What follows belongs to an exercise in optimizing a design on an open flow for small area and a short achievable clock period; a production flow would make more cautious choices. In this exercise RTL edits were held to simulation tests only and were not proved equivalent to the original.

==> flow/design.v (outline; a module is shown in full before it is edited, if it fits) <==
// module test_dsp: 1234 lines
module test_dsp #(parameter width_in1=26, parameter width_in2=14, parameter width_out=40) (
    input clk_i,
    input signed [width_in1:0] a_i,
    input signed [width_in2:0] b_i,
    input signed [width_out:0] pd_pattern1,
    output signed [width_out:0] c_o,
    output reg ones_o
);
  // ...
==> flow/flow/run.sh <==
#!/bin/bash
# Standard ORFS layout, with one extra step between synthesis and floorplan:
# flow/polarity.py removes the polarity inverters that Yosys's full-adder
# extraction leaves between adder cells (full adders are self-dual), and
# swaps gates for their complement cells where that saves an inverter.
# Registers and ports are untouched.
set -euo pipefail
cd "$(dirname "$0")/.."
W=$(pwd)
R=$W/orfs/results/${FLOW_PLATFORM}/test_dsp/base
LIB=${FLOW_HOME}/platforms/${FLOW_PLATFORM}/lib/sky130_fd_sc_hd__tt_025C_1v80.lib
# port buffers: a real buffer cell (buffer_ports otherwise picks a delay cell)
export BUFFER_PORTS_ARGS="-buffer_cell sky130_fd_sc_hd__buf_2"
bash standard.sh synth > "$W/run_synth.log" 2>&1
cp "$R/1_2_yosys.v" "$W/1_2_yosys.standard.v"
python3 flow/polarity.py "$LIB" "$W/1_2_yosys.standard.v" "$R/1_2_yosys.v" > "$W/run_polarity.log" 2>&1
rm -f "$R/1_synth.odb" "$R/1_synth.sdc"
bash standard.sh finish > "$W/run_layout.log" 2>&1
==> flow/flow/polarity.py <==
#!/usr/bin/env python3
"""Remove polarity inverters from a Yosys gate netlist (sky130hd).

Yosys's extract_fa leaves many inverters between full-adder cells.  A full
adder is self-dual, FA(~a, ~b, ~c) = (~sum, ~carry), so each fa cell may
work on inverted signals; a gate with a complement cell (and2/nand2,
a21o/a21oi, ...) may produce its output inverted.  This pass chooses those
polarities to minimise cell area (the inverters still needed plus the
complement swaps), then rewires the netlist with one shared inverter per
signal whose other polarity is still needed.  Registers, ports and every
other cell keep their function; only combinational cells change.

usage: polarity.py LIB in.v out.v
"""
import random
import re
import sys

lib, fin, fout = sys.argv[1:4]
src = open(fin).read()
libt = open(lib).read()

# --- library: area and pins per cell --------------------------------------
AREA = {}
PINS = {}
for m in re.finditer(r'cell \("sky130_fd_sc_hd__(\w+)"\)\s*\{', libt):
    name = m.group(1)
    nxt = libt.find('cell ("sky130_fd_sc_hd__', m.end())
    body = libt[m.end():nxt if nxt > 0 else len(libt)]
    a = re.search(r'\barea\s*:\s*([\d.]+)', body)
    AREA[name] = float(a.group(1)) if a else 0.0
    ins, outs = set(), set()
    for pm in re.finditer(r'pin \("(\w+)"\)\s*\{(.{0,400})', body, re.S):
        d = re.search(r'direction\s*:\s*"?(\w+)', pm.group(2))
        if d:
            (ins if d.group(1) == 'input' else outs).add(pm.group(1))
    PINS[name] = (ins, outs)

PAIRS = [('and2', 'nand2'), ('and3', 'nand3'), ('and4', 'nand4'), ('or2', 'nor2'),
         ('or3', 'nor3'), ('or4', 'nor4'), ('xor2', 'xnor2'), ('xor3', 'xnor3'),
         ('a21o', 'a21oi'), ('a22o', 'a22oi'), ('a211o', 'a211oi'), ('a31o', 'a31oi'),
         ('a32o', 'a32oi'), ('a221o', 'a221oi'), ('a2111o', 'a2111oi'), ('a311o', 'a311oi'),
         ('a41o', 'a41oi'), ('o21a', 'o21ai'), ('o22a', 'o22ai'), ('o211a', 'o211ai'),
         ('o31a', 'o31ai'), ('o32a', 'o32ai'), ('o221a', 'o221ai'), ('o311a', 'o311ai'),
         ('o2111a', 'o2111ai'), ('o41a', 'o41ai'), ('a21bo', 'a21boi'), ('o21ba', 'o21bai'),
         ('and2b', 'nand2b'), ('or2b', 'nor2b'), ('and3b', 'nand3b'), ('or3b', 'nor3b'),
         ('and4b', 'nand4b'), ('or4b', 'nor4b'), ('and4bb', 'nand4bb'), ('or4bb', 'nor4bb'),
         ('mux2', 'mux2i')]
COMP = {}
for a, b in PAIRS:
    COMP[a] = b
    COMP[b] = a


def complement(short):
    m = re.fullmatch(r'(\w+?)_(\d+)', short)
    if not m or m.group(1) not in COMP:
        return None
    base, drive = COMP[m.group(1)], int(m.group(2))
    drives = sorted(int(re.fullmatch(r'.*_(\d+)', n).group(1)) for n in AREA
                    if re.fullmatch(re.escape(base) + r'_\d+', n))
    cand = [d for d in drives if d >= drive] or drives
    if not cand:
        return None
    c = f'{base}_{cand[0]}'
    if c not in PINS or short not in PINS:
        return None
    if PINS[c][0] != PINS[short][0] or len(PINS[c][1]) != 1 or len(PINS[short][1]) != 1:
        return None
    return c


INV_AREA = AREA['inv_1']

# --- netlist ---------------------------------------------------------------
cell_re = re.compile(r'^  (sky130_fd_sc_hd__(\w+)) (\S+)\s+\((.*?)\n  \);\n', re.S | re.M)
pin_re = re.compile(r'\.(\w+)\(([^()]*)\)')

cells = []
for m in cell_re.finditer(src):
    short = m.group(2)
    pins = pin_re.findall(m.group(4))
    cells.append({'short': short, 'name': m.group(3), 'pins': pins, 'span': m.span()})

hdr = re.search(r'module\s+\w+\s*\((.*?)\);', src, re.S)
ports = set(x.strip() for x in hdr.group(1).split(','))
if re.search(r'^\s*assign\s', src, re.M):
    open(fout, 'w').write(src)
    print('assign statements present; netlist left unchanged')
    sys.exit(0)


def key(n):
    return n.strip()


def is_port_net(k):
    return k.lstrip('\\').split('[')[0].strip() in ports


def outpins(c):
    return PINS.get(c['short'], (set(), {'X', 'Y', 'Q', 'SUM', 'COUT', 'HI', 'LO'}))[1]


driver = {}
for i, c in enumerate(cells):
    for p, n in c['pins']:
        if p in outpins(c):
            driver[key(n)] = i

removable = []
for c in cells:
    ok = False
    if re.fullmatch(r'inv_\d+', c['short']):
        ok = not is_port_net(key(dict(c['pins'])['Y']))
    removable.append(ok)


def root(k):
    par = 0
    while k in driver and removable[driver[k]]:
        k = key(dict(cells[driver[k]]['pins'])['A'])
        par ^= 1
    return k, par


kind = []
comp = []
for i, c in enumerate(cells):
    if removable[i]:
        kind.append(None)
        comp.append(None)
    elif re.fullmatch(r'fa_\d+', c['short']):
        kind.append('fa')
        comp.append(None)
    else:
        cc = complement(c['short'])
        kind.append('comp' if cc else None)
        comp.append(cc)

cons = []
for i, c in enumerate(cells):
    if removable[i]:
        continue
    for j, (p, n) in enumerate(c['pins']):
        if p in outpins(c):
            continue
        r, q = root(key(n))
        cons.append((i, j, r, q))
by_root = {}
for ci, (i, j, r, q) in enumerate(cons):
    by_root.setdefault(r, []).append(ci)
port_roots = {k for k in driver if is_port_net(k)}

flip = [0] * len(cells)


def drv_pol(r):
    d = driver.get(r)
    if d is None or kind[d] is None:
        return 0
    return flip[d]


def need(ci):
    i, j, r, q = cons[ci]
    return q ^ (flip[i] if kind[i] == 'fa' else 0)


def cost_root(r):
    d = drv_pol(r)
    if r in port_roots and d:
        return 1e6
    for ci in by_root.get(r, []):
        if need(ci) != d:
            return INV_AREA
    return 0.0


def cell_cost(i):
    if kind[i] == 'comp' and flip[i]:
        return AREA[comp[i]] - AREA[cells[i]['short']]
    return 0.0


touch = {}
for i, c in enumerate(cells):
    if kind[i] is None:
        continue
    rs = set()
    for p, n in c['pins']:
        k = key(n)
        if p in outpins(c):
            rs.add(k)
        elif kind[i] == 'fa':
            rs.add(root(k)[0])
    touch[i] = rs


def total():
    return sum(cost_root(r) for r in set(by_root) | port_roots) + sum(cell_cost(i) for i in touch)


def delta(i):
    rs = touch[i]
    c0 = sum(cost_root(r) for r in rs) + cell_cost(i)
    flip[i] ^= 1
    c1 = sum(cost_root(r) for r in rs) + cell_cost(i)
    flip[i] ^= 1
    return c1 - c0


before = total()
rng = random.Random(1)
ids = list(touch)
best_flip = list(flip)
cur = best = before
steps = 60 * len(ids) + 1
for step in range(steps):
    T = max(0.05, 4.0 * (1 - step / steps))
    i = ids[rng.randrange(len(ids))]
    d = delta(i)
    if d <= 0 or rng.random() < pow(2.718281828, -d / T):
        flip[i] ^= 1
        cur += d
        if cur < best - 1e-9:
            best = cur
            best_flip = list(flip)
flip[:] = best_flip
changed = True
while changed:
    changed = False
    for i in ids:
        if delta(i) < -1e-9:
            flip[i] ^= 1
            changed = True
after = total()

# --- rewrite ---------------------------------------------------------------
orig_text = {}
for c in cells:
    for p, n in c['pins']:
        orig_text.setdefault(key(n), n)
newinv = {}
extra_wires, extra_cells = [], []


def net_for(r, want):
    if want == drv_pol(r):
        return orig_text.get(r, r)
    if r not in newinv:
        k = len(newinv)
        nn = f'polinv_{k}'
        newinv[r] = nn
        extra_wires.append(f'  wire {nn};\n')
        extra_cells.append(f'  sky130_fd_sc_hd__inv_1 polinv_cell_{k} (\n'
                           f'    .A({orig_text.get(r, r)}),\n    .Y({nn})\n  );\n')
    return newinv[r]


newpins = {}
for ci, (i, j, r, q) in enumerate(cons):
    newpins[(i, j)] = net_for(r, need(ci))

# size each new inverter by its fanout
fan = {}
for nn in newpins.values():
    fan[nn] = fan.get(nn, 0) + 1
for k, r in enumerate(list(newinv)):
    nn = newinv[r]
    f = fan.get(nn, 0)
    size = 1 if f <= 3 else 2 if f <= 6 else 4 if f <= 12 else 8
    extra_cells[k] = extra_cells[k].replace('sky130_fd_sc_hd__inv_1 ', f'sky130_fd_sc_hd__inv_{size} ', 1)

out = []
pos = 0
nswap = 0
for i, c in enumerate(cells):
    s, e = c['span']
    out.append(src[pos:s])
    pos = e
    if removable[i]:
        continue
    short = c['short']
    pins = c['pins']
    if kind[i] == 'comp' and flip[i]:
        nswap += 1
        newshort = comp[i]
        op_old = next(iter(PINS[short][1]))
        op_new = next(iter(PINS[newshort][1]))
        pins = [(op_new if p == op_old else p, n) for p, n in pins]
        short = newshort
    pl = [f'    .{p}({newpins.get((i, j), n)})' for j, (p, n) in enumerate(pins)]
    out.append(f'  sky130_fd_sc_hd__{short} {c["name"]} (\n' + ',\n'.join(pl) + '\n  );\n')
tail = src[pos:]
idx = tail.rfind('endmodule')
out.append(tail[:idx])
out.extend(extra_cells)
out.append(tail[idx:])
text = ''.join(out)
m = re.search(r'\n  wire ', text)
text = text[:m.start() + 1] + ''.join(extra_wires) + text[m.start() + 1:]
open(fout, 'w').write(text)
print(f'inverters removed {sum(removable)}, added {len(newinv)}; complement swaps {nswap}; '
      f'fa flipped {sum(flip[i] for i in ids if kind[i] == "fa")}; '
      f'area cost {before:.1f} -> {after:.1f} (relative)')
==> flow/standard.sh <==
#!/bin/bash
# synth_recipe.tcl (not shown) runs the flow's synth.tcl, then flattens the netlist and writes it again
# the make line also repeats each setting of config.mk as NAME=value (left out here)
make -C /OpenROAD-flow-scripts/flow DESIGN_CONFIG=/design/flow/config.mk WORK_HOME=/design/flow/orfs CLKGATE_MAP_FILE= SYNTH_SCRIPT=/design/flow/synth_recipe.tcl "${@:-finish}"
==> flow/config.mk <==
export PLATFORM = sky130hd
export DESIGN_NAME = test_dsp
export DESIGN_NICKNAME = test_dsp
export VERILOG_FILES = /design/flow/design.v
export SDC_FILE = /design/flow/constraint.sdc
export NUM_CORES = 4
export LEC_CHECK = 0
export ABC_AREA = 1
export CAP_MARGIN = 20
export CORE_MARGIN = 2
export CORE_UTILIZATION = 60
export SETUP_SLACK_MARGIN = 3.4
export SLEW_MARGIN = 20
==> flow/constraint.sdc <==
create_clock -name core_clock -period 6.5 [get_ports {clk_i}]
set_input_delay 1.3000 -clock core_clock [delete_from_list [all_inputs] [get_ports {clk_i}]]
set_output_delay 1.3000 -clock core_clock [all_outputs]
set_load 0.01 [all_outputs]
==> impl_metrics.json, run 1 <==
{
  "maxSlewHeadroom": 0.396,
  "grt_setup_unrepaired": "true",
  "grt_overflow_total": 0,
  "utilization": 0.724,
  "place_inst": 1908,
  "synth_nets": 1881,
  "r2r_start": "r1_c13_4$_DFF_P_",
  "antenna_left": 0,
  "cts-root-buf": "clkbuf_16",
  "pre_cts_ws_ns": 1.95,
  "cp_cell_sequence": "fa_1, fa_2, ha_4, nand2_2, or3_4, inv_1, nand2_2, nand2_4, nand2_2, nand2_4, fa_2",
  "seq_cells": 219,
  "multi_input_comb_cells": 1035,
  "instances_no_fill": 1996,
  "cts.repair.resized": 50,
  "post_synth_instance_area_mm2": 0.0156,
  "clock_latency_ns": 0.53,
  "path_buf_inv": 1,
  "post-route-period-util": 0.478,
  "crit_family": "adder cells",
  "finalSetupViolCount": 0,
  "finalHoldViolCount": 0,
  "fmax_mhz": 322,
  "final_common_cell": "dfxtp_1",
  "crit_end": "prod_r[32]$_DFF_P_",
  "top_layer": "met4",
  "n_all_buffers": 163,
  "dieArea_mm2": 0.0273,
  "hpwl_um": 26600,
  "antenna_found_initial": 1,
  "grt_max_degree": 31,
  "status": "finished clean",
  "drv_cap": 0,
  "grt_pass1_wl_um": 62400,
  "cts_tree": "yes",
  "cpPeakStageDelay_ns": 0.58
}
==> run 2, diff against run 1 <==
--- a/flow/config.mk
+++ b/flow/config.mk
@@ -8,6 +8,6 @@
 export ABC_AREA = 1
 export CAP_MARGIN = 20
 export CORE_MARGIN = 2
-export CORE_UTILIZATION = 60
+export CORE_UTILIZATION = 50
 export SETUP_SLACK_MARGIN = 3.4
 export SLEW_MARGIN = 20
==> impl_metrics.json, run 2 <==
{
  "r2r-end": "prod_r[33]$_DFF_P_",
  "crit_type": "flop to flop",
  "seqCellArea_mm2": 0.00439,
  "multi_input_area_mm2": 0.0108,
  "dieHeight_um": 181,
  "drt_iter0_drc": 746,
  "routabilityCongestion": 0.836,
  "tns_ns": 0,
  "ioPinCount": 126,
  "routedWlPerCell_um": 19.5,
  "die_w_um": 181,
  "grt_overflow_total": 0,
  "grt_pass1_wl_um": 64100,
  "worst_setup_path_end_kind": "flop",
  "synth_area_per_cell_um2": 10.2,
  "worst_slew_pin_slew_ns": 0.886,
  "finalSetupViolCount": 0,
  "antenna_left": 0,
  "grt_usage": 0.247,
  "firstDrtPassIters": 5,
  "post_synth_instance_area_mm2": 0.0156,
  "antenna_found_initial": 0,
  "fillers": 2615,
  "htree_levels": 1,
  "area_growth_pct": 19.4,
  "core-area_mm2": 0.0307,
  "initial_core_util": 0.508,
  "worstPathRequired_ns": 6.93,
  "reg2regPathDepth": 12,
  "grt_setup_unrepaired": "true",
  "reg2reg_slack_ns": 3.41,
  "hpwl_um": 26800,
  "routed_wl_um": 40200,
  "whs_endpoint": "ones_o$_DFF_P_",
  "status": "finished clean",
  "clockBufferDepth": 3,
  "worstHoldPathCells": 2,
  "arrival_ns": 3.52,
  "ys_warn_count": 1,
  "drive_gt1_frac": 0.268,
  "grt_max_degree": 31,
  "min_from": "eqp_r[1]$_DFF_P_",
  "placed_cell_area_mm2": 0.0166,
  "clock_skew_ns": 0.0107,
  "maxSlewHeadroom": 0.409,
  "hp-class": "flop to flop",
  "final_common_cell": "dfxtp_1",
  "r2r_start": "r1_c28_1$_DFF_P_",
  "io_buffers": 125,
  "top_regs": "pat_r (41), prod_r (41), eqp_r (6)",
  "cts_made_buffers": 26,
  "layout_min_cycle_time_ns": 3.09,
  "cts.sinks": 219,
  "clkTransAtPathRegs_ns": 0.06,
  "drv_slew": 0,
  "crit_fanout": 3,
  "cts_tree": "yes",
  "synthCells": 1532,
  "dieArea_mm2": 0.0326,
  "synth_nets": 1881,
  "finalHoldViolCount": 0,
  "fmax_mhz": 324,
  "post-route-period-util": 0.475,
  "start_kind": "flop",
  "rows": 64,
  "antenna_cells": 0,
  "vias": 11324,
  "num-nets-final": 1999,
  "drc": 0,
  "drv_cap": 0,
  "clock_latency_ns": 0.54,
  "grt_pass1_vias": 11815,
  "final_cell_area_mm2": 0.0186,
  "vias_per_cell": 5.48,
  "cts-root-buf": "clkbuf_16",
  "mostFrequentLayoutCells": "dfxtp_1 (216), xor2_1 (215), fa_1 (164), inv_1 (160), o22ai_1 (152)"
}
-- run 2: routing by layer --
| metal | track usage | part of all wire | up-vias | wire length [µm] |
|---|---|---|---|---|
| li1 | - | - | 5237 | - |
| met1 | 0.350 | 0.44 | 5639 | 17800 |
| met2 | 0.393 | 0.46 | 392 | 18600 |
| met3 | 0.0453 | 0.069 | 56 | 2770 |
| met4 | 0.0642 | 0.024 | 0 | 977 |
| met5 | 0 | 0 | - | 0 |
-- run 2: how the worst max path moves through the flow --
stage	slack, ns	cells past startpoint	startpoint	endpoint
finish	3.41	12	r1_c28_1$_DFF_P_	prod_r[33]$_DFF_P_
global placement	1.99	7	b_i[7]	r1_c22_3$_DFF_P_
detailed placement	1.95	7	b_i[7]	r1_c22_3$_DFF_P_
floorplan	3.18	10	b_i[7]	r1_c12_2$_DFF_P_
CTS	3.37	11	r1_c13_4$_DFF_P_	prod_r[32]$_DFF_P_
global route	3.30	12	r1_c28_1$_DFF_P_	prod_r[33]$_DFF_P_
-- run 2: worst max-delay path: stages, from the launching register on --
cell	delay, ns
dfxtp_2	0.33
ha_4	0.16
fa_1	0.50
fa_2	0.61
ha_4	0.23
a21oi_4	0.16
nor2_2	0.05
nor2_1	0.08
nand2_1	0.09
a21oi_4	0.15
nand2_4	0.10
fa_2	0.39
xor2_1	0.14
-- run 2: cell type report --
cell class,count,area share
multi-input combinational,1033,0.578
tap,396,0.0266
sequential,219,0.236
timing repair inverter,1,0.000404
inverter,207,0.0482
timing repair buffer,162,0.0595
clock inverter,14,0.0104
clock buffer,34,0.0410
-- run 2: stage by stage --
stage                     cells   util  hold WS [ns]  setup slack [ns]
final                      2066  0.607         0.433              3.41
after global placement     1973  0.542         0.424              1.99
after floorplan            1532      -         0.400              3.18
after detailed placement   1973  0.542         0.426              1.95
after CTS                  2048  0.591         0.435              3.37
after global routing       2066  0.607         0.443              3.30
-- run 2: what timing repair did --
| action | 4_1_cts | 5_1_grt |
|---|---|---|
| hold buffers | 0 | 0 |
| resized for setup | 52 | 62 |
| pin swaps | 24 | 33 |
| buffers inserted | 17 | 18 |
| cloned | 10 | 0 |
| setup endpoints to repair | 146 | 48 |
==> run 3, diff against run 2 <==
--- a/flow/config.mk
+++ b/flow/config.mk
@@ -9,5 +9,5 @@
 export CAP_MARGIN = 20
 export CORE_MARGIN = 2
 export CORE_UTILIZATION = 50
-export SETUP_SLACK_MARGIN = 3.4
+export SETUP_SLACK_MARGIN = 3.3
 export SLEW_MARGIN = 20
==> impl_metrics.json, run 3 <==
{
  "status": "finished clean",
  "firstDrtPassIters": 5,
  "fmax_mhz": 319,
  "rows": 64,
  "clockBufferDepth": 3,
  "pre_cts_ws_ns": 1.81,
  "core-area_mm2": 0.0307,
  "hp-class": "flop to flop",
  "hpwl_um": 26900,
  "ioPinCount": 126,
  "grt_use_met2": 0.390,
  "fin_ws_ns": 3.36,
  "clock_skew_ns": 0.00787,
  "clock_latency_ns": 0.54,
  "grt_pass1_vias": 11560,
  "synth_area_per_cell_um2": 10.2,
  "post_synth_instance_area_mm2": 0.0156,
  "routed_wl_um": 39300,
  "cp_cell_sequence": "fa_1, fa_2, ha_4, nand2_2, or3_4, inv_1, nand2_2, nand2_8, nand2_1, nand2_4, fa_2",
  "clkTransAtPathRegs_ns": 0.06,
  "grt_pass1_wl_um": 63200,
  "grt_util_met3": 0.0471,
  "worst_slew_pin_slew_ns": 0.544,
  "synth_nets": 1881,
  "crit_slowest_cell": "fa_1",
  "start_kind": "flop",
  "tns_ns": 0,
  "cts_hold_buf": 0,
  "use_met1": 0.339,
  "cts-root-buf": "clkbuf_16",
  "path_buf_inv": 1,
  "final_common_cell": "dfxtp_1",
  "drc": 0,
  "antenna_cells": 0,
  "antenna_left": 0,
  "final_cell_area_mm2": 0.0181,
  "routedWlPerCell_um": 19.2,
  "grt_setup_unrepaired": "true",
  "antenna_found_initial": 0,
  "grt_usage": 0.244,
  "dieArea_mm2": 0.0326,
  "top_regs": "pat_r (41), prod_r (41), eqp_r (6)",
  "crit_family": "adder cells",
  "cts_tree": "yes",
  "mostFrequentLayoutCells": "dfxtp_1 (219), xor2_1 (215), fa_1 (181), inv_1 (163), o22ai_1 (157)",
  "maxSlewHeadroom": 0.636,
  "synthCells": 1532,
  "layout_min_cycle_time_ns": 3.14,
  "initial_core_util": 0.508,
  "drv_slew": 0,
  "worstPathRequired_ns": 6.91,
  "die_w_um": 181,
  "finalHoldViolCount": 0,
  "placed_cell_area_mm2": 0.0166,
  "vias": 11197,
  "worst_setup_path_end_kind": "flop",
  "finalSetupViolCount": 0,
  "grt_overflow_total": 0,
  "grt_max_degree": 33,
  "drt_iter0_drc": 731,
  "vias_per_cell": 5.47,
  "busiest_layer": "met2",
  "io_buffers": 125,
  "htree_levels": 1,
  "cts.sinks": 219,
  "drv_cap": 0,
  "crit_type": "flop to flop",
  "post-route-period-util": 0.483,
  "area_growth_pct": 16.4,
  "dieHeight_um": 181,
  "num-nets-final": 1984,
  "ys_warn_count": 1,
  "cpPeakStageDelay_ns": 0.58,
  "arrival_ns": 3.55,
  "cts_made_buffers": 26,
  "crit_fanout": 4,
  "routabilityCongestion": 0.817,
  "drive_gt1_frac": 0.231
}
run 3: final timing paths:
kind / startpoint / to / slack, ns / depth (start not counted)
worst max register to register: r1_c13_3$_DFF_P_ / prod_r[32]$_DFF_P_ / 3.36 / 11
worst max-delay path: r1_c13_3$_DFF_P_ / prod_r[32]$_DFF_P_ / 3.36 / 11
worst min register to register: eqp_r[1]$_DFF_P_ / ones_o$_DFF_P_ / 0.43 / 2
worst min-delay path: eqp_r[1]$_DFF_P_ / ones_o$_DFF_P_ / 0.43 / 2
run 3: final cells by class:
cell class | count | area (µm²)
Timing Repair Buffer | 149 | 993
Multi-Input combinational cell | 1032 | 10500
Clock buffer | 35 | 756
Sequential cell | 219 | 4380
Clock inverter | 10 | 138
Tap cell | 396 | 495
Inverter | 207 | 865
Fill cell | 2654 | 12500
run 3: worst min-delay path, cell delays in order, from the launching register on:
cell and delay [ns]:
dfxtp_1 0.30, nand2_1 0.05, nor2_1 0.04
run 3: repair_timing:
item                       4_1_cts  5_1_grt
buffers inserted                11       10
pin swaps                       16       17
resized for setup               34       31
setup endpoints to repair      126       43
cloned                           7        1
run 3: per-layer routing:
layer	part of all wire	vias up
li1	-	5204
met1	0.44	5483
met2	0.46	442
met3	0.077	68
met4	0.026	0
met5	0	-
run 3: stage by stage:
step | hold WS, ns | util | cells
after floorplan | 0.400 | - | 1532
after global placement | 0.423 | 0.540 | 1974
after detailed placement | 0.423 | 0.540 | 1974
after CTS | 0.431 | 0.583 | 2037
after global routing | 0.457 | 0.591 | 2048
final | 0.428 | 0.591 | 2048
==> run 4, diff against run 3 <==
--- a/flow/config.mk
+++ b/flow/config.mk
@@ -8,6 +8,6 @@
 export ABC_AREA = 1
 export CAP_MARGIN = 20
 export CORE_MARGIN = 2
-export CORE_UTILIZATION = 50
+export CORE_UTILIZATION = 60
 export SETUP_SLACK_MARGIN = 3.3
 export SLEW_MARGIN = 20
==> impl_metrics.json, run 4 <==
{
  "clock_latency_ns": 0.53,
  "worstHoldPathCells": 2,
  "multi_input_area_mm2": 0.0105,
  "drv_cap": 0,
  "post-route-period-util": 0.492,
  "routabilityCongestion": 0.867,
  "pre_cts_ws_ns": 1.83,
  "grt_overflow_total": 0,
  "initial_core_util": 0.615,
  "routed_wl_um": 39300,
  "top_regs": "pat_r (41), prod_r (41), eqp_r (6)",
  "cts_hold_buf": 0,
  "fillers": 1956,
  "clkTransAtPathRegs_ns": 0.06,
  "clock_skew_ns": 0.0159,
  "drc": 0,
  "worst_slew_pin_slew_ns": 0.917,
  "fin_ws_ns": 3.30,
  "htree_levels": 1,
  "area_growth_pct": 15.7,
  "cts_made_buffers": 26,
  "antenna_found_initial": 0,
  "io_buffers": 125,
  "synthCells": 1532,
  "worstPathRequired_ns": 6.98,
  "core-area_mm2": 0.0253,
  "ioPinCount": 126,
  "arrival_ns": 3.67,
  "seqCellArea_mm2": 0.00439,
  "final_common_cell": "dfxtp_1",
  "synth_area_per_cell_um2": 10.2,
  "synth_nets": 1881,
  "hp-class": "flop to flop",
  "cts.sinks": 219,
  "cts-root-buf": "clkbuf_16",
  "finalHoldViolCount": 0,
  "crit_fanout": 29,
  "cts_tree": "yes",
  "status": "finished clean",
  "vias_per_cell": 5.72,
  "drt_iter0_drc": 1014,
  "vias": 11360,
  "antenna_left": 0,
  "num-nets-final": 1985,
  "routedWlPerCell_um": 19.8,
  "post_synth_instance_area_mm2": 0.0156,
  "drv_slew": 0,
  "antenna_cells": 0,
  "drive_gt1_frac": 0.233,
  "finalSetupViolCount": 0,
  "start_kind": "input port",
  "fmax_mhz": 313,
  "dieArea_mm2": 0.0273,
  "tns_ns": 0,
  "grt_pass1_vias": 11643,
  "rows": 58,
  "clockBufferDepth": 3,
  "maxSlewHeadroom": 0.385,
  "die_w_um": 165,
  "worst_setup_path_end_kind": "flop",
  "hpwl_um": 26200,
  "grt_setup_unrepaired": "false",
  "firstDrtPassIters": 8,
  "layout_min_cycle_time_ns": 3.20,
  "grt_usage": 0.295,
  "grt_pass1_wl_um": 62200,
  "grt_max_degree": 33,
  "ys_warn_count": 1,
  "dieHeight_um": 165,
  "reg2regPathDepth": 11,
  "crit_type": "input port to flop",
  "mostFrequentLayoutCells": "dfxtp_1 (218), xor2_1 (215), fa_1 (183), inv_1 (163), o22ai_1 (157)"
}
-- run 4: per-stage QoR --
step / hold slack, ns / std cells / cell area, µm² / util
floorplan: 0.400 / 1532 / 16000 / -
global route: 0.456 / 1985 / 18000 / 0.712
detailed placement: 0.423 / 1907 / 16500 / 0.650
CTS: 0.433 / 1975 / 17800 / 0.702
global placement: 0.422 / 1907 / 16500 / 0.650
finish: 0.429 / 1985 / 18000 / 0.712
-- run 4: layer usage --
metal / global-route usage / routed length, µm / up-vias
met3: 0.0539 / 3140 / 107
met4: 0.0980 / 1450 / 0
li1: - / - / 5200
met2: 0.471 / 17900 / 551
met1: 0.408 / 16700 / 5502
met5: 0 / 0 / -
-- run 4: worst paths after layout --
| kind | start | slack, ns | end |
|---|---|---|---|
| max reg2reg | r1_c13_4$_DFF_P_ | 3.36 | prod_r[32]$_DFF_P_ |
| max | b_i[7] | 3.30 | r1_c12_2$_DFF_P_ |
| min | eqp_r[1]$_DFF_P_ | 0.43 | ones_o$_DFF_P_ |
| min reg2reg | eqp_r[1]$_DFF_P_ | 0.43 | ones_o$_DFF_P_ |
-- run 4: area by class of cell --
type / count / area share
Clock inverter: 14 / 0.00881
Timing Repair Buffer: 149 / 0.0527
Clock buffer: 33 / 0.0415
Tap cell: 330 / 0.0229
Timing Repair inverter: 1 / 0.000416
Sequential cell: 219 / 0.243
Multi-Input combinational cell: 1032 / 0.582
Inverter: 207 / 0.0482
-- run 4: timing repair --
item,in CTS,in global routing
gates resized for setup,34,33
endpoints found under the hold margin,0,0
endpoints found under the setup margin,127,53
pin swaps,15,20
buffers inserted,13,9
gates cloned,8,1
-- run 4: worst max-delay path, stage by stage --
cell and delay, ns:
buf_8 0.29, nor2_2 0.16, a21oi_4 0.48, o22ai_2 0.13, xor2_1 0.21, fa_1 0.52
inv_2 0.04, fa_2 0.51
==> run 5, diff against run 4 <==
--- a/flow/config.mk
+++ b/flow/config.mk
@@ -8,6 +8,6 @@
 export ABC_AREA = 1
 export CAP_MARGIN = 20
 export CORE_MARGIN = 2
-export CORE_UTILIZATION = 60
+export CORE_UTILIZATION = 40
 export SETUP_SLACK_MARGIN = 3.3
 export SLEW_MARGIN = 20
==> impl_metrics.json, run 5 <==
{
  "post_synth_instance_area_mm2": 0.0156,
  "clockBufferDepth": 3,
  "rows": 72,
  "die_w_um": 201,
  "finalSetupViolCount": 0,
  "cts-root-buf": "clkbuf_16",
  "antenna_left": 0,
  "cts.sinks": 219,
  "arrival_ns": 3.60,
  "htree_levels": 1,
  "finalHoldViolCount": 0,
  "crit_slowest_cell": "or2_2",
  "synth_nets": 1881,
  "top_regs": "pat_r (41), prod_r (41), eqp_r (6)",
  "routedWlPerCell_um": 19.5,
  "maxSlewHeadroom": 0.625,
  "cp_cell_sequence": "buf_6, nor2_4, or2_2, o22ai_2, xor2_1, fa_1, inv_1, fa_1",
  "status": "finished clean",
  "ys_warn_count": 1,
  "placed_cell_area_mm2": 0.0167,
  "io_buffers": 125,
  "worst_slew_pin_slew_ns": 0.562,
  "fillers": 3658,
  "drt_iter0_drc": 864,
  "crit_fanout": 17,
  "path_buf_inv": 2,
  "area_growth_pct": 17.8,
  "vias_per_cell": 5.22,
  "core-area_mm2": 0.0386,
  "drive_gt1_frac": 0.235,
  "grt_overflow_total": 0,
  "post-route-period-util": 0.485,
  "routed_wl_um": 42500,
  "synthCells": 1532,
  "dieHeight_um": 201,
  "layout_min_cycle_time_ns": 3.15,
  "drc": 0,
  "drv_slew": 0,
  "fin_ws_ns": 3.35,
  "ioPinCount": 126,
  "mostFrequentLayoutCells": "dfxtp_1 (219), xor2_1 (215), fa_1 (179), inv_1 (164), o22ai_1 (157)",
  "grt_setup_unrepaired": "false",
  "firstDrtPassIters": 7,
  "final_cell_area_mm2": 0.0184,
  "dieArea_mm2": 0.0406,
  "clock_skew_ns": 0.0185,
  "vias": 11368,
  "crit_top_cell": "fa_1",
  "crit_type": "input port to flop",
  "clkTransAtPathRegs_ns": 0.06,
  "hp-class": "flop to flop",
  "grt_usage": 0.211,
  "pre_cts_ws_ns": 1.80,
  "hold_ws_ns": 0.427,
  "synth_area_per_cell_um2": 10.2,
  "hpwl_um": 29100,
  "clock_latency_ns": 0.57,
  "grt_pass1_wl_um": 67600,
  "tns_ns": 0,
  "crit_family": "adder cells",
  "initial_core_util": 0.404,
  "drv_cap": 0,
  "grt_max_degree": 33,
  "cpPeakStageDelay_ns": 0.49,
  "cts_made_buffers": 27,
  "num-nets-final": 1988,
  "final_common_cell": "dfxtp_1",
  "routabilityCongestion": 0.832,
  "worstPathRequired_ns": 6.95,
  "grt_pass1_vias": 12043,
  "start_kind": "input port",
  "fmax_mhz": 317,
  "cts_tree": "yes",
  "antenna_found_initial": 2,
  "worst_setup_path_end_kind": "flop"
}
[run 5: cell type report]
| cell class | instances | area, µm² | area share |
|---|---|---|---|
| Tap cell | 518 | 648 | 0.0353 |
| Timing Repair Buffer | 151 | 990 | 0.0539 |
| Sequential cell | 219 | 4380 | 0.239 |
| Clock buffer | 32 | 714 | 0.0389 |
| Inverter | 207 | 867 | 0.0472 |
| Multi-Input combinational cell | 1032 | 10500 | 0.574 |
| Antenna cell | 1 | 2.50 | 0.000136 |
| Clock inverter | 18 | 198 | 0.0108 |
| Timing Repair inverter | 1 | 7.51 | 0.000409 |
[run 5: what timing repair did]
| action | 4_1_cts | 5_1_grt |
|---|---|---|
| gates resized for setup | 39 | 30 |
| cloned | 7 | 2 |
| pin swaps | 12 | 20 |
| hold buffers | 0 | 0 |
| buffers inserted | 12 | 11 |
| endpoints found under the hold margin | 0 | 0 |
| endpoints found under the setup margin | 125 | 70 |
[run 5: per-layer routing]
layer  track usage  up-vias  routed length [µm]
li1              -     5208                   -
met1         0.278     5644               18000
met2         0.343      429               19900
met3        0.0449       85                3100
met4        0.0801        2                1510
met5             0        -                  13
[run 5: metrics by stage]
stage	cells	utilization
floorplan	1532	-
global placement	2096	0.433
detailed placement	2096	0.433
CTS	2165	0.469
global route	2179	0.476
finish	2179	0.476
[run 5: final timing paths]
path                                  startpoint                 end  slack, ns  cells past startpoint
worst max-delay path                      b_i[1]    r1_c23_3$_DFF_P_       3.35                      8
worst max register to register  r1_c15_0$_DFF_P_  prod_r[32]$_DFF_P_       3.38                     11
worst min-delay path            eqp_r[1]$_DFF_P_      ones_o$_DFF_P_       0.43                      2
worst min register to register  eqp_r[1]$_DFF_P_      ones_o$_DFF_P_       0.43                      2
[run 5: worst reg2reg max path, cell delays in order, from the launching register on]
cell and delay (ns):
dfxtp_1 0.33, fa_1 0.57, fa_2 0.49, ha_4 0.31, nand2_2 0.07, or3_4 0.36, inv_1 0.07, nand2_2 0.06
nand2_4 0.14, nand2_1 0.11, nand2_4 0.09, fa_2 0.42
==> run 6, diff against run 5 <==
--- a/flow/config.mk
+++ b/flow/config.mk
@@ -6,8 +6,8 @@
 export NUM_CORES = 4
 export LEC_CHECK = 0
 export ABC_AREA = 1
-export CAP_MARGIN = 20
+export CAP_MARGIN = 5
 export CORE_MARGIN = 2
-export CORE_UTILIZATION = 40
+export CORE_UTILIZATION = 50
 export SETUP_SLACK_MARGIN = 3.3
-export SLEW_MARGIN = 20
+export SLEW_MARGIN = 5
==> impl_metrics.json, run 6 <==
{
  "status": "finished clean",
  "clock_latency_ns": 0.54,
  "cts_tree": "yes",
  "worstHoldPathCells": 2,
  "routedWlPerCell_um": 19.2,
  "worst_setup_path_end_kind": "flop",
  "dieHeight_um": 181,
  "post_synth_instance_area_mm2": 0.0156,
  "synth_nets": 1881,
  "grt_overflow_total": 0,
  "tns_ns": 0,
  "fmax_mhz": 319,
  "reg2regPathDepth": 11,
  "antenna_found_initial": 0,
  "grt_usage": 0.244,
  "r2r-end": "prod_r[32]$_DFF_P_",
  "grt_pass1_wl_um": 63200,
  "finalSetupViolCount": 0,
  "htree_levels": 1,
  "top_regs": "pat_r (41), prod_r (41), eqp_r (6)",
  "hpwl_um": 26900,
  "hp-class": "flop to flop",
  "finalHoldViolCount": 0,
  "routed_wl_um": 39300,
  "drv_slew": 0,
  "vias": 11197,
  "die_w_um": 181,
  "cts-root-buf": "clkbuf_16",
  "grt_pass1_vias": 11560,
  "min_from": "eqp_r[1]$_DFF_P_",
  "rows": 64,
  "maxSlewHeadroom": 0.636,
  "post-route-period-util": 0.483,
  "r2r_start": "r1_c13_3$_DFF_P_",
  "drive_gt1_frac": 0.231,
  "io_buffers": 125,
  "drc": 0,
  "worstPathRequired_ns": 6.91,
  "synth_area_per_cell_um2": 10.2,
  "crit_type": "flop to flop",
  "worst_slew_pin_slew_ns": 0.544,
  "dieArea_mm2": 0.0326,
  "vias_per_cell": 5.47,
  "antenna_cells": 0,
  "grt_max_degree": 33,
  "drv_cap": 0,
  "clkTransAtPathRegs_ns": 0.06,
  "utilization": 0.591,
  "cts.sinks": 219,
  "layout_min_cycle_time_ns": 3.14,
  "crit_fanout": 4,
  "ioPinCount": 126,
  "area_growth_pct": 16.4,
  "initial_core_util": 0.508,
  "cts_made_buffers": 26,
  "drt_iter0_drc": 731,
  "grt_setup_unrepaired": "true",
  "routabilityCongestion": 0.817,
  "arrival_ns": 3.55,
  "clockBufferDepth": 3,
  "firstDrtPassIters": 5,
  "ys_warn_count": 1,
  "core-area_mm2": 0.0307,
  "final_common_cell": "dfxtp_1",
  "clock_skew_ns": 0.00787,
  "whs_endpoint": "ones_o$_DFF_P_",
  "antenna_left": 0,
  "num-nets-final": 1984,
  "synthCells": 1532,
  "reg2reg_slack_ns": 3.36,
  "mostFrequentLayoutCells": "dfxtp_1 (219), xor2_1 (215), fa_1 (181), inv_1 (163), o22ai_1 (157)",
  "start_kind": "flop"
}
==> run 6: changes by cell type in the layout (fill, tap and decap cells not counted), sizes merged <==
cell / previous run / this run
clkinv: 11 / 10
buf: 150 / 149
clkinvlp: 6 / 2
diode: 1 / 0
clkbuf: 33 / 35
bufinv: 2 / 3
inv: 207 / 202
==> run 6: worst max-delay path by stage <==
stage,startpoint,to,slack [ns]
finish,r1_c13_3$_DFF_P_,prod_r[32]$_DFF_P_,3.36
global route,r1_c27_0$_DFF_P_,prod_r[33]$_DFF_P_,3.27
CTS,b_i[9],r1_c18_3$_DFF_P_,3.30
detailed placement,b_i[9],r1_c18_3$_DFF_P_,1.81
global placement,b_i[9],r1_c18_3$_DFF_P_,1.88
floorplan,b_i[7],r1_c12_2$_DFF_P_,3.18
==> run 6: layout make-up <==
type                       count  area, µm²
fill                        2654      12500
multi-input combinational   1032      10500
sequential                   219       4380
timing repair buffer         149        993
inverter                     207        865
clock buffer                  35        756
tap                          396        495
clock inverter                10        138
==> run 6: repair_timing <==
action / 4_1_cts / 5_1_grt
resized for setup: 34 / 31
setup endpoints to repair: 126 / 43
hold buffers: 0 / 0
buffers inserted: 11 / 10
cloned: 7 / 1
pin swaps: 16 / 17
endpoints found under the hold margin: 0 / 0
==> run 6: through the flow <==
step	area [µm²]	hold slack [ns]	instances	setup WS, ns
after floorplan	16000	0.400	1532	3.18
after global placement	16600	0.423	1974	1.88
after detailed placement	16600	0.423	1974	1.81
after CTS	17900	0.431	2037	3.30
after global routing	18100	0.457	2048	3.27
final	18100	0.428	2048	3.36
==> run 6: metal layers <==
metal | GRT usage | wire, µm | up-vias
met1 | 0.339 | 17100 | 5483
met5 | 0 | 0 | -
met2 | 0.390 | 18200 | 442
met4 | 0.0687 | 1020 | 0
li1 | - | - | 5204
met3 | 0.0471 | 3020 | 68
==> run 6: critical path, stage by stage, from the launching register on <==
cell     delay, ns
dfxtp_1       0.32
fa_1          0.58
fa_2          0.49
ha_4          0.30
nand2_2       0.07
or3_4         0.38
inv_1         0.07
nand2_2       0.08
nand2_8       0.10
nand2_1       0.08
nand2_4       0.10
fa_2          0.43
==> run 7, diff against run 6 <==
--- a/flow/flow/polarity.py
+++ b/flow/flow/polarity.py
@@ -82,6 +82,21 @@
     pins = pin_re.findall(m.group(4))
     cells.append({'short': short, 'name': m.group(3), 'pins': pins, 'span': m.span()})
 
+# a half adder may be split into xor2/xnor2 + and2/nand2 so that each output
+# can take either polarity; both halves are modelled as complement cells
+newcells = []
+for c in cells:
+    if re.fullmatch(r'ha_\d+', c['short']):
+        d = dict(c['pins'])
+        pid = len(newcells)
+        newcells.append({'short': 'xor2_1', 'name': c['name'], 'pins': [('A', d['A']), ('B', d['B']), ('X', d['SUM'])],
+                         'span': c['span'], 'ha': (pid, 0, c)})
+        newcells.append({'short': 'and2_1', 'name': c['name'], 'pins': [('A', d['A']), ('B', d['B']), ('X', d['COUT'])],
+                         'span': None, 'ha': (pid, 1, c)})
+    else:
+        newcells.append(c)
+cells = newcells
+
 hdr = re.search(r'module\s+\w+\s*\((.*?)\);', src, re.S)
 ports = set(x.strip() for x in hdr.group(1).split(','))
 if re.search(r'^\s*assign\s', src, re.M):
@@ -178,6 +193,16 @@
 
 
 def cell_cost(i):
+    c = cells[i]
+    if 'ha' in c:
+        pid, half, orig = c['ha']
+        if half == 1:
+            return 0.0
+        fs, fc = flip[pid], flip[pid + 1]
+        if not fs and not fc:
+            return 0.0
+        a = AREA['xnor2_1' if fs else 'xor2_1'] + AREA['nand2_1' if fc else 'and2_1']
+        return a - AREA[orig['short']]
     if kind[i] == 'comp' and flip[i]:
         return AREA[comp[i]] - AREA[cells[i]['short']]
     return 0.0
@@ -201,11 +226,17 @@
     return sum(cost_root(r) for r in set(by_root) | port_roots) + sum(cell_cost(i) for i in touch)
 
 
+def owner(i):
+    c = cells[i]
+    return c['ha'][0] if 'ha' in c else i
+
+
 def delta(i):
     rs = touch[i]
-    c0 = sum(cost_root(r) for r in rs) + cell_cost(i)
+    o = owner(i)
+    c0 = sum(cost_root(r) for r in rs) + cell_cost(o)
     flip[i] ^= 1
-    c1 = sum(cost_root(r) for r in rs) + cell_cost(i)
+    c1 = sum(cost_root(r) for r in rs) + cell_cost(o)
     flip[i] ^= 1
     return c1 - c0
 
@@ -275,12 +306,38 @@
 out = []
 pos = 0
 nswap = 0
+def hname(name, suf):
+    if name.startswith('\\'):
+        return name.rstrip() + suf + ' '
+    return name + suf
+
+
 for i, c in enumerate(cells):
-    s, e = c['span']
-    out.append(src[pos:s])
-    pos = e
+    if c['span'] is not None:
+        s, e = c['span']
+        out.append(src[pos:s])
+        pos = e
     if removable[i]:
         continue
+    if 'ha' in c:
+        pid, half, orig = c['ha']
+        if half == 1:
+            continue
+        fs, fc = flip[pid], flip[pid + 1]
+        ins = [newpins.get((pid, 0), cells[pid]['pins'][0][1]), newpins.get((pid, 1), cells[pid]['pins'][1][1])]
+        ins2 = [newpins.get((pid + 1, 0), cells[pid + 1]['pins'][0][1]), newpins.get((pid + 1, 1), cells[pid + 1]['pins'][1][1])]
+        assert ins == ins2
+        so, co = cells[pid]['pins'][2][1], cells[pid + 1]['pins'][2][1]
+        if not fs and not fc:
+            out.append(f'  sky130_fd_sc_hd__{orig["short"]} {c["name"]} (\n    .A({ins[0]}),\n    .B({ins[1]}),\n'
+                       f'    .COUT({co}),\n    .SUM({so})\n  );\n')
+        else:
+            nswap += 1
+            st, sp = ('xnor2_1', 'Y') if fs else ('xor2_1', 'X')
+            ct, cp = ('nand2_1', 'Y') if fc else ('and2_1', 'X')
+            out.append(f'  sky130_fd_sc_hd__{st} {hname(c["name"], "_s")} (\n    .A({ins[0]}),\n    .B({ins[1]}),\n    .{sp}({so})\n  );\n')
+            out.append(f'  sky130_fd_sc_hd__{ct} {hname(c["name"], "_c")} (\n    .A({ins[0]}),\n    .B({ins[1]}),\n    .{cp}({co})\n  );\n')
+        continue
     short = c['short']
     pins = c['pins']
     if kind[i] == 'comp' and flip[i]:
--- a/flow/config.mk
+++ b/flow/config.mk
@@ -6,8 +6,8 @@
 export NUM_CORES = 4
 export LEC_CHECK = 0
 export ABC_AREA = 1
-export CAP_MARGIN = 5
+export CAP_MARGIN = 20
 export CORE_MARGIN = 2
 export CORE_UTILIZATION = 50
 export SETUP_SLACK_MARGIN = 3.3
-export SLEW_MARGIN = 5
+export SLEW_MARGIN = 20
==> impl_metrics.json, run 7 <==
{
  "clock_latency_ns": 0.53,
  "grt_usage": 0.243,
  "initial_core_util": 0.507,
  "rows": 64,
  "mostFrequentLayoutCells": "xor2_1 (228), dfxtp_1 (219), fa_1 (180), o22ai_1 (155), inv_1 (148)",
  "hp-class": "flop to flop",
  "area_growth_pct": 16.0,
  "place_inst": 1975,
  "grt_util_met3": 0.0348,
  "grt_pass1_wl_um": 62800,
  "status": "finished clean",
  "drt_iter0_drc": 816,
  "synth_nets": 1864,
  "core-area_mm2": 0.0306,
  "drv_slew": 0,
  "placed_cell_area_mm2": 0.0165,
  "dieHeight_um": 180,
  "post-route-period-util": 0.485,
  "top_regs": "pat_r (41), prod_r (41), eqp_r (6)",
  "clkTransAtPathRegs_ns": 0.06,
  "firstDrtPassIters": 5,
  "instances_no_fill": 2054,
  "r2r-end": "prod_r[17]$_DFF_P_",
  "crit_end": "r1_c14_2$_DFF_P_",
  "grt_pass1_vias": 11585,
  "worstPathRequired_ns": 6.90,
  "finalSetupViolCount": 0,
  "antenna_found_initial": 0,
  "fillers": 2675,
  "synth_area_per_cell_um2": 10.1,
  "clock_skew_ns": 0.00691,
  "grt_overflow_total": 0,
  "final_common_cell": "xor2_1",
  "worstHoldPathCells": 2,
  "use_met1": 0.343,
  "htree_levels": 1,
  "crit_fanout": 28,
  "start_kind": "input port",
  "io_buffers": 125,
  "cts.sinks": 219,
  "ys_warn_count": 1,
  "num-nets-final": 1972,
  "vias": 11224,
  "cts-root-buf": "clkbuf_16",
  "reg2regPathDepth": 13,
  "drv_cap": 0,
  "maxSlewHeadroom": 0.613,
  "cts_tree": "yes",
  "routed_wl_um": 40300,
  "clockBufferDepth": 3,
  "drc": 0,
  "antenna_cells": 0,
  "die_w_um": 180,
  "fmax_mhz": 317,
  "reg2reg_slack_ns": 3.40,
  "final_cell_area_mm2": 0.0180,
  "busiest_layer": "met2",
  "r2r_start": "r1_c15_0$_DFF_P_",
  "routabilityCongestion": 0.824,
  "vias_per_cell": 5.46,
  "routedWlPerCell_um": 19.6,
  "cp-startpoint": "b_i[7]",
  "antenna_left": 0,
  "synthCells": 1533,
  "grt_use_met2": 0.389,
  "layout_min_cycle_time_ns": 3.16,
  "finalHoldViolCount": 0,
  "arrival_ns": 3.56,
  "dieArea_mm2": 0.0325,
  "drive_gt1_frac": 0.234,
  "multi_input_area_mm2": 0.0105,
  "grt_max_degree": 31,
  "tns_ns": 0,
  "hpwl_um": 27000,
  "worst_slew_pin_slew_ns": 0.579,
  "hold_ws_ns": 0.431,
  "cts_made_buffers": 25,
  "ioPinCount": 126,
  "worst_setup_path_end_kind": "flop",
  "fin_ws_ns": 3.34,
  "post_synth_instance_area_mm2": 0.0155,
  "cts_hold_buf": 0,
  "grt_setup_unrepaired": "false",
  "crit_type": "input port to flop",
  "utilization": 0.588,
  "seqCellArea_mm2": 0.00438,
  "pre_cts_ws_ns": 1.96
}
[run 7: cell count changes in the layout (fill, tap and decap cells not counted), moves of 5 or more]
cell,before,now
xor2_2,0,5
ha_1,57,41
buf_6,2,7
nand2_1,118,136
xor2_1,215,228
inv_1,163,148
[run 7: how the worst min path moves through the flow]
stage | slack (ns) | end | start
finish | 0.43 | ones_o$_DFF_P_ | eqp_r[1]$_DFF_P_
global route | 0.46 | ones_o$_DFF_P_ | eqp_r[1]$_DFF_P_
CTS | 0.43 | ones_o$_DFF_P_ | eqp_r[1]$_DFF_P_
detailed placement | 0.41 | ones_o$_DFF_P_ | eqp_r[1]$_DFF_P_
global placement | 0.42 | ones_o$_DFF_P_ | eqp_r[1]$_DFF_P_
floorplan | 0.40 | ones_o$_DFF_P_ | eqp_r[1]$_DFF_P_
[run 7: final cells by class]
type / instances / area share
Clock buffer: 34 / 0.0389
Clock inverter: 10 / 0.00556
Inverter: 191 / 0.0450
Multi-Input combinational cell: 1050 / 0.584
Sequential cell: 219 / 0.244
Tap cell: 396 / 0.0275
Timing Repair Buffer: 153 / 0.0550
Timing Repair inverter: 1 / 0.000417
[run 7: repair_timing]
action / in CTS / in global routing
setup endpoints to repair: 133 / 65
gates resized for setup: 34 / 35
endpoints found under the hold margin: 0 / 0
cloned: 6 / 4
setup buffers: 12 / 13
pin swaps: 10 / 19
[run 7: critical path, stage by stage]
cell and delay, ns:
buf_8 0.28, nor2_4 0.14, or2_2 0.47, o22ai_2 0.20
xor2_1 0.20, fa_1 0.48, fa_1 0.48
[run 7: metal layers]
metal / routed length (µm) / vias up
li1: - / 5200
met5: 0 / -
met3: 2950 / 90
met1: 17500 / 5447
met2: 18500 / 487
met4: 1330 / 0
==> run 8, diff against run 7 <==
--- a/flow/config.mk
+++ b/flow/config.mk
@@ -6,6 +6,7 @@
 export NUM_CORES = 4
 export LEC_CHECK = 0
 export ABC_AREA = 1
+export ABC_CLOCK_PERIOD_IN_PS = 2000
 export CAP_MARGIN = 20
 export CORE_MARGIN = 2
 export CORE_UTILIZATION = 50
==> impl_metrics.json, run 8 <==
{
  "status": "finished clean",
  "post-route-period-util": 0.485,
  "whs_endpoint": "ones_o$_DFF_P_",
  "hp-class": "flop to flop",
  "antenna_found_initial": 0,
  "vias_per_cell": 5.46,
  "area_growth_pct": 16.0,
  "crit_fanout": 28,
  "grt_overflow_total": 0,
  "clock_latency_ns": 0.53,
  "num-nets-final": 1972,
  "crit_type": "input port to flop",
  "drc": 0,
  "cts.sinks": 219,
  "r2r_start": "r1_c15_0$_DFF_P_",
  "drt_iter0_drc": 816,
  "min_from": "eqp_r[1]$_DFF_P_",
  "arrival_ns": 3.56,
  "synth_nets": 1864,
  "rows": 64,
  "antenna_left": 0,
  "grt_setup_unrepaired": "false",
  "layout_min_cycle_time_ns": 3.16,
  "final_common_cell": "xor2_1",
  "place_inst": 1975,
  "drv_slew": 0,
  "instances_no_fill": 2054,
  "routed_wl_um": 40300,
  "worst_setup_path_end_kind": "flop",
  "firstDrtPassIters": 5,
  "post_synth_instance_area_mm2": 0.0155,
  "top_regs": "pat_r (41), prod_r (41), eqp_r (6)",
  "drv_cap": 0,
  "routedWlPerCell_um": 19.6,
  "die_w_um": 180,
  "routabilityCongestion": 0.824,
  "start_kind": "input port",
  "dieArea_mm2": 0.0325,
  "r2r-end": "prod_r[17]$_DFF_P_",
  "reg2regPathDepth": 13,
  "grt_pass1_vias": 11585,
  "synth_area_per_cell_um2": 10.1,
  "cts-root-buf": "clkbuf_16",
  "clock_skew_ns": 0.00691,
  "cts_made_buffers": 25,
  "grt_max_degree": 31,
  "ys_warn_count": 1,
  "finalSetupViolCount": 0,
  "reg2reg_slack_ns": 3.40,
  "cts_tree": "yes",
  "tns_ns": 0,
  "synthCells": 1533,
  "maxSlewHeadroom": 0.613,
  "vias": 11224,
  "worstPathRequired_ns": 6.90,
  "cp-startpoint": "b_i[7]",
  "worst_slew_pin_slew_ns": 0.579,
  "antenna_cells": 0,
  "hpwl_um": 27000,
  "ioPinCount": 126,
  "drive_gt1_frac": 0.234,
  "finalHoldViolCount": 0,
  "grt_usage": 0.243,
  "clockBufferDepth": 3,
  "core-area_mm2": 0.0306,
  "initial_core_util": 0.507,
  "htree_levels": 1,
  "mostFrequentLayoutCells": "xor2_1 (228), dfxtp_1 (219), fa_1 (180), o22ai_1 (155), inv_1 (148)",
  "grt_pass1_wl_um": 62800,
  "io_buffers": 125,
  "fmax_mhz": 317,
  "dieHeight_um": 180,
  "worstHoldPathCells": 2,
  "clkTransAtPathRegs_ns": 0.06
}
[run 8: how the worst max path moves through the flow]
| stage | slack [ns] | end |
|---|---|---|
| floorplan | 3.19 | r1_c14_2$_DFF_P_ |
| global placement | 2.04 | r1_c12_2$_DFF_P_ |
| detailed placement | 1.96 | r1_c27_3$_DFF_P_ |
| CTS | 3.30 | r1_c27_3$_DFF_P_ |
| global route | 3.30 | prod_r[21]$_DFF_P_ |
| finish | 3.34 | r1_c14_2$_DFF_P_ |
[run 8: repair_timing]
item | CTS | global route
gates cloned | 6 | 4
hold buffers | 0 | 0
setup buffers | 12 | 13
resized for setup | 34 | 35
setup endpoints to repair | 133 | 65
pin swaps | 10 | 19
[run 8: metrics by stage]
step	hold slack (ns)	cell area (µm²)	setup slack, ns	utilization
2_1_floorplan	0.400	15900	3.19	-
3_3_place_gp	0.421	16500	2.04	0.539
3_5_place_dp	0.412	16500	1.96	0.539
4_1_cts	0.432	17700	3.30	0.578
5_1_grt	0.459	18000	3.30	0.588
6_report	0.431	18000	3.34	0.588
[run 8: cell type report]
| type | instances | area, µm² |
|---|---|---|
| fill | 2675 | 12600 |
| multi-input combinational | 1050 | 10500 |
| sequential | 219 | 4380 |
| timing repair buffer | 153 | 990 |
| inverter | 191 | 810 |
| clock buffer | 34 | 699 |
| tap | 396 | 495 |
| clock inverter | 10 | 100 |
| timing repair inverter | 1 | 7.51 |
[run 8: routing by layer]
metal / wire length (µm) / global-route usage / part of all wire / vias to the layer above
met5: 0 / 0 / 0 / -
li1: - / - / - / 5200
met2: 18500 / 0.389 / 0.46 / 487
met4: 1330 / 0.0771 / 0.033 / 0
met3: 2950 / 0.0348 / 0.073 / 90
met1: 17500 / 0.343 / 0.43 / 5447
[run 8: critical path: stages]
cell and delay [ns]:
buf_8 0.28, nor2_4 0.14, or2_2 0.47, o22ai_2 0.20, xor2_1 0.20, fa_1 0.48
fa_1 0.48
==> run 9, diff against run 8 <==
--- a/flow/config.mk
+++ b/flow/config.mk
@@ -6,9 +6,11 @@
 export NUM_CORES = 4
 export LEC_CHECK = 0
 export ABC_AREA = 1
-export ABC_CLOCK_PERIOD_IN_PS = 2000
 export CAP_MARGIN = 20
 export CORE_MARGIN = 2
 export CORE_UTILIZATION = 50
+export CTS_BUF_LIST = sky130_fd_sc_hd__clkbuf_8
+export CTS_CLUSTER_DIAMETER = 71
+export CTS_CLUSTER_SIZE = 12
 export SETUP_SLACK_MARGIN = 3.3
 export SLEW_MARGIN = 20
==> impl_metrics.json, run 9 <==
{
  "drv_cap": 0,
  "crit_type": "input port to flop",
  "dieHeight_um": 180,
  "vias": 11200,
  "synthCells": 1533,
  "routed_wl_um": 39900,
  "arrival_ns": 3.58,
  "dieArea_mm2": 0.0325,
  "post-route-period-util": 0.487,
  "die_w_um": 180,
  "worstPathRequired_ns": 6.91,
  "grt_overflow_total": 0,
  "cts_made_buffers": 23,
  "fillers": 2717,
  "antenna_left": 0,
  "finalSetupViolCount": 0,
  "io_buffers": 125,
  "drive_gt1_frac": 0.230,
  "crit_slowest_cell": "or2_2",
  "num-nets-final": 1974,
  "hpwl_um": 27000,
  "reg2reg_slack_ns": 3.39,
  "firstDrtPassIters": 5,
  "maxSlewHeadroom": 0.629,
  "htree_levels": 1,
  "worst_setup_path_end_kind": "flop",
  "routabilityCongestion": 0.824,
  "drv_slew": 0,
  "wl_met3_um": 2790,
  "initial_core_util": 0.507,
  "clockBufferDepth": 3,
  "antenna_found_initial": 0,
  "cts.sinks": 219,
  "ioPinCount": 126,
  "worst_slew_pin_slew_ns": 0.555,
  "seqCellArea_mm2": 0.00438,
  "synth_nets": 1864,
  "vias_per_cell": 5.48,
  "tns_ns": 0,
  "area_growth_pct": 13.4,
  "cts_hold_buf": 0,
  "place_inst": 1975,
  "layout_min_cycle_time_ns": 3.17,
  "drt_iter0_drc": 788,
  "grt_pass1_vias": 11421,
  "clock_skew_ns": 0.0232,
  "rows": 64,
  "top_regs": "pat_r (41), prod_r (41), eqp_r (6)",
  "cp_cell_sequence": "buf_6, nor2_4, or2_2, o22ai_2, xor2_1, fa_1, inv_1, fa_1",
  "drc": 0,
  "instances_no_fill": 2043,
  "ys_warn_count": 1,
  "status": "finished clean",
  "top_layer": "met4",
  "final_common_cell": "xor2_1",
  "clock_latency_ns": 0.55,
  "cts-root-buf": "clkbuf_8",
  "antenna_cells": 0,
  "wl_met1_um": 17600,
  "cpPeakStageDelay_ns": 0.49,
  "hp-class": "flop to flop",
  "crit_fanout": 18,
  "synth_area_per_cell_um2": 10.1,
  "route.met2.wl_um": 18200,
  "grt_pass1_wl_um": 62400,
  "routedWlPerCell_um": 19.5,
  "clkTransAtPathRegs_ns": 0.08,
  "multi_input_area_mm2": 0.0105,
  "cts_tree": "yes",
  "fmax_mhz": 316,
  "start_kind": "input port",
  "finalHoldViolCount": 0,
  "crit_top_cell": "fa_1",
  "post_synth_instance_area_mm2": 0.0155,
  "grt_setup_unrepaired": "false",
  "core-area_mm2": 0.0306,
  "worstHoldPathCells": 2,
  "grt_usage": 0.242,
  "grt_max_degree": 31,
  "mostFrequentLayoutCells": "xor2_1 (228), dfxtp_1 (219), fa_1 (182), o22ai_1 (155), inv_1 (149)",
  "reg2regPathDepth": 11
}
## run 9: worst max-delay path: cells and delay by family
kind,cells,cell delay [ns]
buf+inv,2,0.35
simple gates,2,0.61
compound gates,1,0.22
xor+xnor,1,0.21
fa+ha+maj,2,0.86
## run 9: what timing repair did
action / CTS / global route
setup buffers: 10 / 20
pin swaps: 8 / 16
resized for setup: 35 / 29
gates cloned: 6 / 3
endpoints found under the setup margin: 131 / 49
## run 9: final timing paths
check                   startpoint                 end
setup / recovery            b_i[1]    r1_c23_3$_DFF_P_
hold / removal    eqp_r[1]$_DFF_P_      ones_o$_DFF_P_
setup reg to reg  r1_c13_2$_DFF_P_  prod_r[32]$_DFF_P_
hold reg to reg   eqp_r[1]$_DFF_P_      ones_o$_DFF_P_
## run 9: through the flow
stage	area, µm²	worst slack (ns)	hold slack (ns)	util
after floorplan	15900	3.19	0.400	-
after global placement	16500	2.04	0.421	0.539
after detailed placement	16500	1.96	0.412	0.539
after CTS	17200	3.30	0.425	0.564
after global routing	17600	3.29	0.446	0.575
final	17600	3.33	0.422	0.575
## run 9: final cells by class
cell class                 instances  area share
timing repair inverter             1    0.000427
tap                              396      0.0282
clock inverter                     3     0.00121
sequential                       219       0.249
inverter                         191      0.0460
clock buffer                      26      0.0203
multi-input combinational       1049       0.597
timing repair buffer             158      0.0579
## run 9: per-layer routing
metal	GRT usage	vias to the layer above
met3	0.0356	77
met1	0.346	5460
met2	0.385	482
met5	0	-
li1	-	5181
met4	0.0645	0

[separate check: timing with driven ports]
In the flow no input, the clock included, has a driving cell. The finished layouts below were timed again as built, in two steps.
Step 1 sets driving cells, clkbuf_16 on the clock port and buf_2 on the other inputs (assumed; they add their load-dependent delay and slew).
Step 2 adds t to the input delays and takes it off the output delays; t is the mean of the earliest and latest rising clock arrival at the registers after step 1. Input paths then give back, and output paths get back, about the clock's delay inside the block.
Three values: no drivers, after step 1, after step 2; two values: the first two.
run | t, ns | slack for setup (ns) | clock arrival spread, ns
run 1 | 0.579 | 3.392 / 3.392 / 2.834 | 0.014 / 0.014
run 2 | 0.587 | 3.411 / 3.411 / 2.839 | 0.011 / 0.011
run 3 | 0.585 | 3.363 / 3.361 / 2.775 | 0.010 / 0.011
run 4 | 0.572 | 3.305 / 3.284 / 2.712 | 0.016 / 0.016
run 5 | 0.614 | 3.347 / 3.352 / 2.738 | 0.021 / 0.022
run 6 | 0.585 | 3.363 / 3.361 / 2.775 | 0.010 / 0.011
run 7 | 0.579 | 3.345 / 3.321 / 2.742 | 0.009 / 0.009
run 8 | 0.579 | 3.345 / 3.321 / 2.742 | 0.009 / 0.009
run 9 | 0.583 | 3.332 / 3.333 / 2.750 | 0.025 / 0.025
After both steps every run listed still meets setup and hold. The setup slack of run 5, which loses most, moves by +0.005 ns with the drivers and by -0.609 ns with both steps.
